Source: an optimization exercise on an open RTL-to-GDS flow (aim: small area, a short achievable clock period and few clock cycles per item). Production flows keep margins and buffers that such runs may drop.
The RTL was checked by simulation tests, not by an equivalence proof against the original design.

[flow/design.v]
module thv_top(clk, reset, valid, fp_value, log_value);
input  wire        clk, reset;
input  wire [31:0] fp_value;
output wire [32:0] log_value;
output wire        valid;
wire acc_in = ~fp_value[31] & (|fp_value[22:0]) & (|fp_value[30:23]) & ~(&fp_value[30:23]);
reg [9:0] v;
always @(posedge clk, posedge reset)
    if (reset) v <= 10'd0;
    else       v <= {v[8:0], acc_in};
reg [7:0] e0;
reg [16:0] dl0;
always @(posedge clk) begin
    e0  <= fp_value[30:23];
    dl0 <= ~fp_value[22:6];
end
wire acc1;
wire [16:0] nd1;
log2_stage1 u_stage1 (.dl(dl0), .acc(acc1), .nd(nd1));
reg [7:0] e1;
reg [16:0] dl1;
reg [0:0] d1;
always @(posedge clk) begin
    e1  <= e0;
    dl1 <= nd1;
    d1  <= acc1;
end
wire acc2;
wire [15:0] nd2;
log2_stage2 u_stage2 (.dl(dl1), .acc(acc2), .nd(nd2));
reg [7:0] e2;
reg [15:0] dl2;
reg [1:0] d2;
always @(posedge clk) begin
    e2  <= e1;
    dl2 <= nd2;
    d2  <= {d1, acc2};
end
wire acc3;
wire [14:0] nd3;
log2_stage3 u_stage3 (.dl(dl2), .acc(acc3), .nd(nd3));
reg [7:0] e3;
reg [14:0] dl3;
reg [2:0] d3;
always @(posedge clk) begin
    e3  <= e2;
    dl3 <= nd3;
    d3  <= {d2, acc3};
end
wire acc4;
wire [13:0] nd4;
log2_stage4 u_stage4 (.dl(dl3), .acc(acc4), .nd(nd4));
reg [7:0] e4;
reg [13:0] dl4;
reg [3:0] d4;
always @(posedge clk) begin
    e4  <= e3;
    dl4 <= nd4;
    d4  <= {d3, acc4};
end
wire acc5;
wire [12:0] nd5;
log2_stage5 u_stage5 (.dl(dl4), .acc(acc5), .nd(nd5));
reg [7:0] e5;
reg [12:0] dl5;
reg [4:0] d5;
always @(posedge clk) begin
    e5  <= e4;
    dl5 <= nd5;
    d5  <= {d4, acc5};
end
wire acc6;
wire [11:0] nd6;
log2_stage6 u_stage6 (.dl(dl5), .acc(acc6), .nd(nd6));
reg [7:0] e6;
reg [11:0] dl6;
reg [5:0] d6;
always @(posedge clk) begin
    e6  <= e5;
    dl6 <= nd6;
    d6  <= {d5, acc6};
end
wire acc7;
wire [10:0] nd7;
log2_stage7 u_stage7 (.dl(dl6), .acc(acc7), .nd(nd7));
reg [7:0] e7;
reg [10:0] dl7;
reg [6:0] d7;
always @(posedge clk) begin
    e7  <= e6;
    dl7 <= nd7;
    d7  <= {d6, acc7};
end
wire [17:0] zs;
wire [11:0] ys;
wire [7:0] yr;
log2_sums u_sums (.d(d7), .dl(dl7), .zs(zs), .ys(ys), .yr(yr));
reg [7:0] ea;
reg [17:0] za;
reg [11:0] ya;
reg [7:0] yb;
always @(posedge clk) begin
    ea <= e7;
    za <= zs;
    ya <= ys;
    yb <= yr;
end
wire        neg;
wire [6:0]  ipart;
wire [17:0] frac;
log2_out u_out (.za(za), .ya(ya), .yb(yb), .ea(ea), .neg(neg), .ipart(ipart), .frac(frac));
reg        o_sign;
reg [6:0]  o_int;
reg [17:0] o_frac;
always @(posedge clk) begin
    o_sign <= neg;
    o_int  <= ipart;
    o_frac <= frac;
end
assign valid = v[9];
assign log_value = {o_sign, o_int, o_frac, 7'd64};
endmodule
module log2_stage1(input wire [16:0] dl, output wire acc, output wire [16:0] nd);
assign acc = dl >= 17'd87382;
wire [16:0] s = dl[16:0] + dl[16:1];
assign nd = acc ? s : dl[16:0];
endmodule
module log2_stage2(input wire [16:0] dl, output wire acc, output wire [15:0] nd);
assign acc = dl >= 17'd52429;
wire [15:0] s = dl[15:0] + dl[16:2];
assign nd = acc ? s : dl[15:0];
endmodule
module log2_stage3(input wire [15:0] dl, output wire acc, output wire [14:0] nd);
assign acc = dl >= 16'd29128;
wire [14:0] s = dl[14:0] + dl[15:3];
assign nd = acc ? s : dl[14:0];
endmodule
module log2_stage4(input wire [14:0] dl, output wire acc, output wire [13:0] nd);
assign acc = dl >= 15'd15421;
wire [13:0] s = dl[13:0] + dl[14:4];
assign nd = acc ? s : dl[13:0];
endmodule
module log2_stage5(input wire [13:0] dl, output wire acc, output wire [12:0] nd);
assign acc = dl >= 14'd7944;
wire [12:0] s = dl[12:0] + dl[13:5];
assign nd = acc ? s : dl[12:0];
endmodule
module log2_stage6(input wire [12:0] dl, output wire acc, output wire [11:0] nd);
assign acc = dl >= 13'd4033;
wire [11:0] s = dl[11:0] + dl[12:6];
assign nd = acc ? s : dl[11:0];
endmodule
module log2_stage7(input wire [11:0] dl, output wire acc, output wire [10:0] nd);
assign acc = dl >= 12'd2033;
wire [10:0] s = dl[10:0] + dl[11:7];
assign nd = acc ? s : dl[10:0];
endmodule
module log2_sums(input wire [6:0] d, input wire [10:0] dl,
                 output wire [17:0] zs, output wire [11:0] ys, output wire [7:0] yr);
reg [17:0] ta, tb;
always @(*)
    case ({d[3], d[4], d[5], d[6]})
    4'd0: ta = 18'd262021;
    4'd1: ta = 18'd153221;
    4'd2: ta = 18'd84269;
    4'd3: ta = 18'd237613;
    4'd4: ta = 18'd44422;
    4'd5: ta = 18'd197766;
    4'd6: ta = 18'd128813;
    4'd7: ta = 18'd20014;
    4'd8: ta = 18'd22805;
    4'd9: ta = 18'd176149;
    4'd10: ta = 18'd107196;
    4'd11: ta = 18'd260541;
    4'd12: ta = 18'd67350;
    4'd13: ta = 18'd220694;
    4'd14: ta = 18'd151741;
    4'd15: ta = 18'd42942;
    endcase
always @(*)
    case ({d[0], d[1], d[2]})
    3'd0: tb = 18'd0;
    3'd1: tb = 18'd11638;
    3'd2: tb = 18'd5864;
    3'd3: tb = 18'd17501;
    3'd4: tb = 18'd2943;
    3'd5: tb = 18'd14581;
    3'd6: tb = 18'd8807;
    3'd7: tb = 18'd20444;
    endcase
assign zs = ta + tb;
assign ys = ({dl, 1'b0} >> 1) + ({dl, 1'b0} >> 2);
assign yr = 8'd128 - ({dl, 1'b0} >> 5) + ({dl, 1'b0} >> 8);
endmodule
module log2_out(input wire [17:0] za, input wire [11:0] ya, input wire [7:0] yb,
                input wire [7:0] ea, output wire neg, output wire [6:0] ipart, output wire [17:0] frac);
wire [17:0] g = za + ya + yb;
assign neg = ~ea[7] & ~(&ea[6:0]);         
wire [7:0] ep1 = ea + 8'd1;
assign ipart = ep1[6:0] ^ {7{neg}};
assign frac = g ^ {18{~neg}};
endmodule
[flow/run.sh]
#!/bin/bash
# synth_recipe.tcl (not shown) runs the flow's synth.tcl, then flattens the netlist and writes it again
# the make line also repeats each setting of config.mk as NAME=value (left out here)
make -C /OpenROAD-flow-scripts/flow DESIGN_CONFIG=/design/flow/config.mk WORK_HOME=/design/flow/orfs CLKGATE_MAP_FILE= SYNTH_SCRIPT=/design/flow/synth_recipe.tcl finish
[flow/config.mk]
export PLATFORM = sky130hd
export DESIGN_NAME = thv_top
export DESIGN_NICKNAME = thv_top
export VERILOG_FILES = /design/flow/design.v
export SDC_FILE = /design/flow/constraint.sdc
export NUM_CORES = 8
export LEC_CHECK = 0
export CAP_MARGIN = 20
export CORE_MARGIN = 2
export CORE_UTILIZATION = 55
export SETUP_SLACK_MARGIN = 3.2
export SLEW_MARGIN = 20
export SYNTH_HIERARCHICAL = 1
[flow/constraint.sdc]
create_clock -name core_clock -period 5.5 [get_ports {clk}]
set_input_delay 1.1000 -clock core_clock [delete_from_list [all_inputs] [get_ports {clk}]]
set_output_delay 1.1000 -clock core_clock [all_outputs]
set_load 0.01 [all_outputs]
==> notes.md <==
status timing/DRC/antenna clean; gr busiest metal met2; cell type with the highest aggregate area in the netlist dfxtp_1; Synth Warn # 8; ys flop type dfxtp_1; total CTS buffers 29; final setup TNS 0 ns; Die H 168 um; Final min period 2.54 ns; GR Util All Layers 20.0%; routed via count 10500; Clk Latency, worst-skew pair 0.56 ns; Fmax 394 MHz; Critical Path Sink Type flip-flop; worst-path maximum fanout 5; TritonCTS Sinks 289; die area 0.0281 sq mm; fillers 2142; flops & latches, synth 289; Worst Path Required 5.98 ns; Cell variety after synth 105; Final setup viols 0; MaxCap Viol Count 0; initial antenna violation count 0; Antenna diodes 0; Hold Crit Class reg2reg; Die W 168 um; Post-Synthesis Cell Area 0.0147 sq mm; placed wire-length estimate 20600 um; Seq/Total Area, Yosys 39.6%; Final GP Congestion 0.839; Synth area leaders dfxtp_1 (38%), ha_1 (13%), xnor2_1 (5.6%); DR WL/cell 14.4 um; Yosys top cell area share 37.9%; met2 usage 34.9%; commonest non-fill, non-tap cells in the layout dfxtp_1 (268), ha_1 (135), nand2_1 (116), a21oi_1 (96), xnor2_1 (93); most common cell after layout, fill and taps aside dfxtp_1; site row count 59; CTS tree yes; Final Max Tran Viols 0; DR pass1 iterations 5; post-route DRC violation count 0; Setup CP Type reg2reg; Tcrit/Tclk final 46.2%; Initial Util 56.2%; first-pass GRT wire length 47600 um; port bufs 60; Critical Path AT 3.02 ns; met3 Use GR 2.41%; M1 GR Usage 26.5%; Post-Route WL 28000 um; Clock Root Buffer clkbuf_16; core outline area 0.0262 sq mm; worst relative slew slack 57.7%; Startpoint Class flip-flop; remaining antenna violation count after routing 0; fraction of registers with async set/reset 3.46%; 1st-iter DRT viols 631; H-Tree Depth 1; Area Overhead vs Synth 17.9%; clock-pin slew on the worst setup and hold paths 0.06 ns; Post-synth EDFFs 0; vias in the first global route 10100; Mean Syn Cell Area 9.83 sq um; IO Pins 68; clock buffer depth 3; Total Nets Final 1800; Final Hold Fails 0; vias per cell 5.38; largest net degree at the start of global routing 31; clock skew 0.00519 ns; Tightest Pin Transition 0.628 ns; grt ovf 0; Cells after Synth 1498; RSZ-0062 raised after global routing yes; layout cells sized above 1 15.4%
## layer usage
| metal | wire (um) | part of all wire, % |
|---|---|---|
| met1 | 13400 | 48 |
| met2 | 13200 | 47 |
| met3 | 918 | 3.3 |
| met4 | 531 | 1.9 |
| met5 | 0 | 0 |
## synth_stat cells (24+ instances only)
master	number
nand2_1	120
xor2_1	40
a21oi_1	107
nand3_1	32
dfxtp_1	279
a21o_1	24
ha_1	155
o21ai_0	66
nor2_1	83
xnor2_1	94
inv_1	96
## logic make-up (layout without fill, tap and decap cells)
kind of cell / after synthesis / in the layout / share of synthesized area [%]
adders and majority gates: 175 / 175 / 15.9
muxes: 31 / 31 / 2.71
buffers and inverters: 134 / 244 / 4.21
other: 2 / 7 / 0.0510
and+or+nand+nor: 375 / 375 / 13.0
AOI/OAI and AO/OA: 355 / 355 / 16.2
xor gates and xnor gates: 137 / 137 / 8.30
DFF: 289 / 289 / 39.6
## path summary, 6_finish.rpt
kind | start | slack [ns] | to | cells past startpoint
setup / recovery | d7[5] | 2.96 | za[12] | 12
hold / removal | e1[7] | 0.32 | e2[7] | 0
setup reg to reg | d7[5] | 2.96 | za[12] | 12
hold reg to reg | e1[7] | 0.32 | e2[7] | 0
max in group asynchronous | reset | 4.40 | v[3] | 2
min in group asynchronous | reset | 0.82 | v[0] | 2
## flip-flops by register name, indices dropped and copies added, names as in the netlist, 13 cells and up
| name | flops |
|---|---|
| dl2 | 16 |
| dl0 | 17 |
| za | 18 |
| dl5 | 13 |
| dl3 | 15 |
| dl1 | 17 |
| o_frac | 18 |
| dl4 | 14 |
## timing repair
| action | CTS | global route |
|---|---|---|
| setup endpoints to repair | 49 | 38 |
| hold buffers | 0 | 0 |
| pin swaps | 34 | 31 |
| buffers inserted | 17 | 11 |
| resized for setup | 78 | 59 |
## Yosys stat by module, one instance, submodules excluded, excerpt
module       cells  cell area, sq um  flops+latches
log2_stage4    117               744              0
log2_sums      277              2050              0
log2_stage2    127               968              0
log2_out       135              1190              0
log2_stage5     82               588              0
thv_top        332              6080            289
log2_stage6     73               523              0
log2_stage7     52               400              0
log2_stage1    181              1310              0
## worst max-delay path, cell delays in order, from the launching register on
cell     delay [ns]
dfxtp_4        0.42
inv_6          0.05
ha_4           0.16
nor2_4         0.09
nor2_2         0.06
a21oi_2        0.11
o21ai_2        0.08
ha_1           0.34
a21o_4         0.25
o311a_4        0.39
o41ai_4        0.25
buf_4          0.18
xnor2_2        0.10
## cell type report
cell class                 count  area (sq um)  share of cell area, %
tap                          335           419                   2.41
sequential                   289          5870                   33.8
clock inverter                11           154                  0.886
clock buffer                  42           876                   5.04
inverter                     100           403                   2.32
multi-input combinational   1080          8820                   50.8
timing repair buffer          91           820                   4.72
## stage by stage
step | instance area, sq um | setup WS [ns] | hold slack (ns) | utilization, % | std cells
6_report | 17400 | 2.96 | 0.323 | 66.3 | 1948
5_1_grt | 17400 | 2.83 | 0.328 | 66.3 | 1948
4_1_cts | 17000 | 2.97 | 0.323 | 65.0 | 1937
3_5_place_dp | 15700 | 2.74 | 0.312 | 59.8 | 1867
3_3_place_gp | 15700 | 2.75 | 0.310 | 59.8 | 1867
2_1_floorplan | 14900 | 2.93 | 0.309 | - | 1503

-- what the ideal ports hide --
The flow's constraints put no driver on any port. The routed layout listed below was extracted and timed again, unchanged, in two steps. Step 1 sets driving cells, clkbuf_16 on the clock port and buf_2 on the other inputs (assumed; they add their load-dependent delay and slew). Step 2, shift: input delay + t, output delay - t, t = (earliest + latest rising clock arrival at the registers) / 2. This alone moves slack from input paths to output paths. Three values: no drivers, after step 1, after step 2; two values: the first two.
shift t [ns]: 0.601
setup WS [ns]: 2.960 / 2.960 / 2.942
clock arrival spread, ns: 0.009 / 0.009
cell pins on the clock port's net: 1
After both steps this run still meets setup and hold. The setup slack of this run moves by 0.000 ns with the drivers and by -0.018 ns with both steps.
